This is an optimization exercise on Yosys and OpenROAD, whose aim is small area, not a production implementation. In this exercise RTL edits were held to simulation tests only and were not proved equivalent to the original.

// ALU_wrapper
module ALU_wrapper( clk, reset, ABCmd_i, LoadA_i, LoadB_i, LoadCmd_i, ACC_o, Done_o);
For scale: roughly 370 cells after synthesis, ~22 I/O pins, ~3100 um2 of cells after synthesis.
clock: 6.0 ns
lec_check: 0
cap_margin: 20
core_margin: 2
core_utilization: 40
gpl_timing_driven: 0
slew_margin: 20
standard.sh (not shown) runs the stock make flow with config.mk's settings and CLKGATE_MAP_FILE= SYNTH_SCRIPT=/design/flow/synth_recipe.tcl, a recipe that flattens the netlist after the stock synthesis.
==> flow/flow/run.sh <==
#!/bin/bash
# Own layout flow: the standard ORFS flow, except that
#  - synthesis maps the design's FA/HA adder modules straight onto the
#    sky130 fa_1/ha_1 cells (flow/my_synth.tcl), and
#  - port buffers are the smallest buffer (buf_1).
# Each tool's output goes to a log file of its own in this folder.
set -euo pipefail
W=$(pwd)
F=$W/flow
# same make call as standard.sh, with our synthesis script
sed "s#SYNTH_SCRIPT=[^ ]*#SYNTH_SCRIPT=$F/my_synth.tcl#" standard.sh > my_standard.sh
grep -q "SYNTH_SCRIPT=$F/my_synth.tcl" my_standard.sh
# my_synth.tcl = synth_recipe.tcl with our own synth wrapper in place of its first line
{ echo "source $F/synth_pre.tcl"; tail -n +2 synth_recipe.tcl; } > $F/my_synth.tcl
export MY_FLOW_DIR=$F
if [[ -f $F/env.sh ]]; then source $F/env.sh; fi
bash my_standard.sh synth > synth.log 2>&1
bash my_standard.sh > layout.log 2>&1
==> flow/flow/abc3.script <==
strash
ifraig
dc2
dch -f
map -a
mfs2
strash
dch -f
map -a
topo
==> flow/flow/adder_map.v <==
module FA(a, b, c, s, co);
	input a, b, c;
	output s, co;
	sky130_fd_sc_hd__fa_1 _TECHMAP_REPLACE_ (.A(a), .B(b), .CIN(c), .SUM(s), .COUT(co));
endmodule

module HA(a, b, s, co);
	input a, b;
	output s, co;
	sky130_fd_sc_hd__ha_1 _TECHMAP_REPLACE_ (.A(a), .B(b), .SUM(s), .COUT(co));
endmodule
==> flow/flow/env.sh <==
export BUFFER_PORTS_ARGS="-buffer_cell sky130_fd_sc_hd__buf_1"
export MY_NO_EXTRACT_FA=1
export MY_ABC_SCRIPT=abc3.script
export SETUP_MOVE_SEQUENCE="unbuffer,sizeup,swap"
export CTS_ARGS="-sink_clustering_enable -repair_clock_nets -dont_use_dummy_load"
==> flow/flow/synth_pre.tcl <==
# Replaces the first line of synth_recipe.tcl (which wraps synth in -nofsm -noshare).
# Before the first synth call, the FA/HA adder modules of the design are mapped
# straight onto the platform's full/half adder cells, and ABC is given an
# area-oriented script.
proc synth {args} {
  if { ![info exists ::my_adders_mapped] } {
    set ::my_adders_mapped 1
    yosys proc
    yosys techmap -map $::env(MY_FLOW_DIR)/adder_map.v
    if { [info exists ::env(MY_NO_EXTRACT_FA)] } {
      unset ::env(ADDER_MAP_FILE)
    }
    if { [info exists ::env(MY_ABC_SCRIPT)] } {
      set i [lsearch -exact $::abc_args -script]
      lset ::abc_args [expr {$i + 1}] $::env(MY_FLOW_DIR)/$::env(MY_ABC_SCRIPT)
    }
  }
  yosys synth -nofsm -noshare {*}$args
}
Change:
--- a/flow/design.v
+++ b/flow/design.v
@@ -272,23 +272,18 @@
 	FA u_m52(.a(mc38), .b(ms39), .c(mc_la), .s(ms52), .co(mc52));
 	wire ms53, mc53;
 	FA u_m53(.a(mc39), .b(ms40), .c(mc52), .s(ms53), .co(mc53));
 	wire ms54, mc54;
 	FA u_m54(.a(mc40), .b(ms41), .c(mc53), .s(ms54), .co(mc54));
 	wire ms55, mc55;
 	FA u_m55(.a(mc41), .b(pp7_7), .c(mc54), .s(ms55), .co(mc55));
 	wire [15:0] mult_out = ~{mc55, ms55, ms54, ms53, ms52, ms51, ms50, ms49, ms48, ms47, ms46, ms45, ms44, ms43, ms42, pp0_0};
 	always @(posedge clk)
 		mc_hi <= mc_lo;
-	wire eL = LoadCmd & MUL;
-	wire eH8 = Done_o & MUL;
-	wire eS = LoadCmd & ~MUL;
-	wire eF = Done_o & ~MUL;
-	wire eH = ~LoadCmd & ~Done_o;
-	wire [7:0] acc_d = ({8{eL}} & mult_out[7:0]) | ({8{eH8}} & mult_out[15:8]) | ({8{eS}} & s) |
-	                   ({8{eF}} & {3'b000, CO, AV, AZ, AN, HC}) | ({8{eH}} & ACC_o);
 	always @(posedge clk or posedge reset)
 		if (reset)
 			ACC_o <= 0;
-		else
-			ACC_o <= acc_d;
+		else if (LoadCmd)
+			ACC_o <= MUL ? mult_out[7:0] : s;
+		else if (Done_o)
+			ACC_o <= MUL ? mult_out[15:8] : {3'b000, CO, AV, AZ, AN, HC};
 endmodule
=> Setup slack got worse by 0.053 ns. Wire length climbs slightly. Final area came out higher slightly. Via count increases by a few percent.

separate check: timing with driven ports:
No port has a modelled driver above. Below, the same layouts with a new extraction and two added sets of constraints. Step 1 (the two cells are an assumption about what drives the block):
set clk [get_ports {clk}]
set_driving_cell -lib_cell sky130_fd_sc_hd__clkbuf_16 $clk
set_driving_cell -lib_cell sky130_fd_sc_hd__buf_2 [delete_from_list [all_inputs] $clk]
Step 2 moves the port delays by t, midway between the first and last clock arrival at a register: inputs arrive t later, outputs are due t later. That takes back most of the time a late clock gives input paths. a / b / c = ideal ports / drivers / drivers and shift; a / b = the first two.
| run | shift t [ns] | slack for setup (ns) | worst setup path after step 2 |
|---|---|---|---|
| the first run | 0.300 | 0.264 / 0.264 / -0.036 | input to register |
| the second run | 0.306 | 0.211 / 0.211 / -0.051 | input to register |
With both steps, setup timing fails in the first run and the second run, where it was met with ideal ports. For the first run, which loses most, drivers alone change the setup slack by 0.000 ns; drivers and shift together by -0.300 ns.
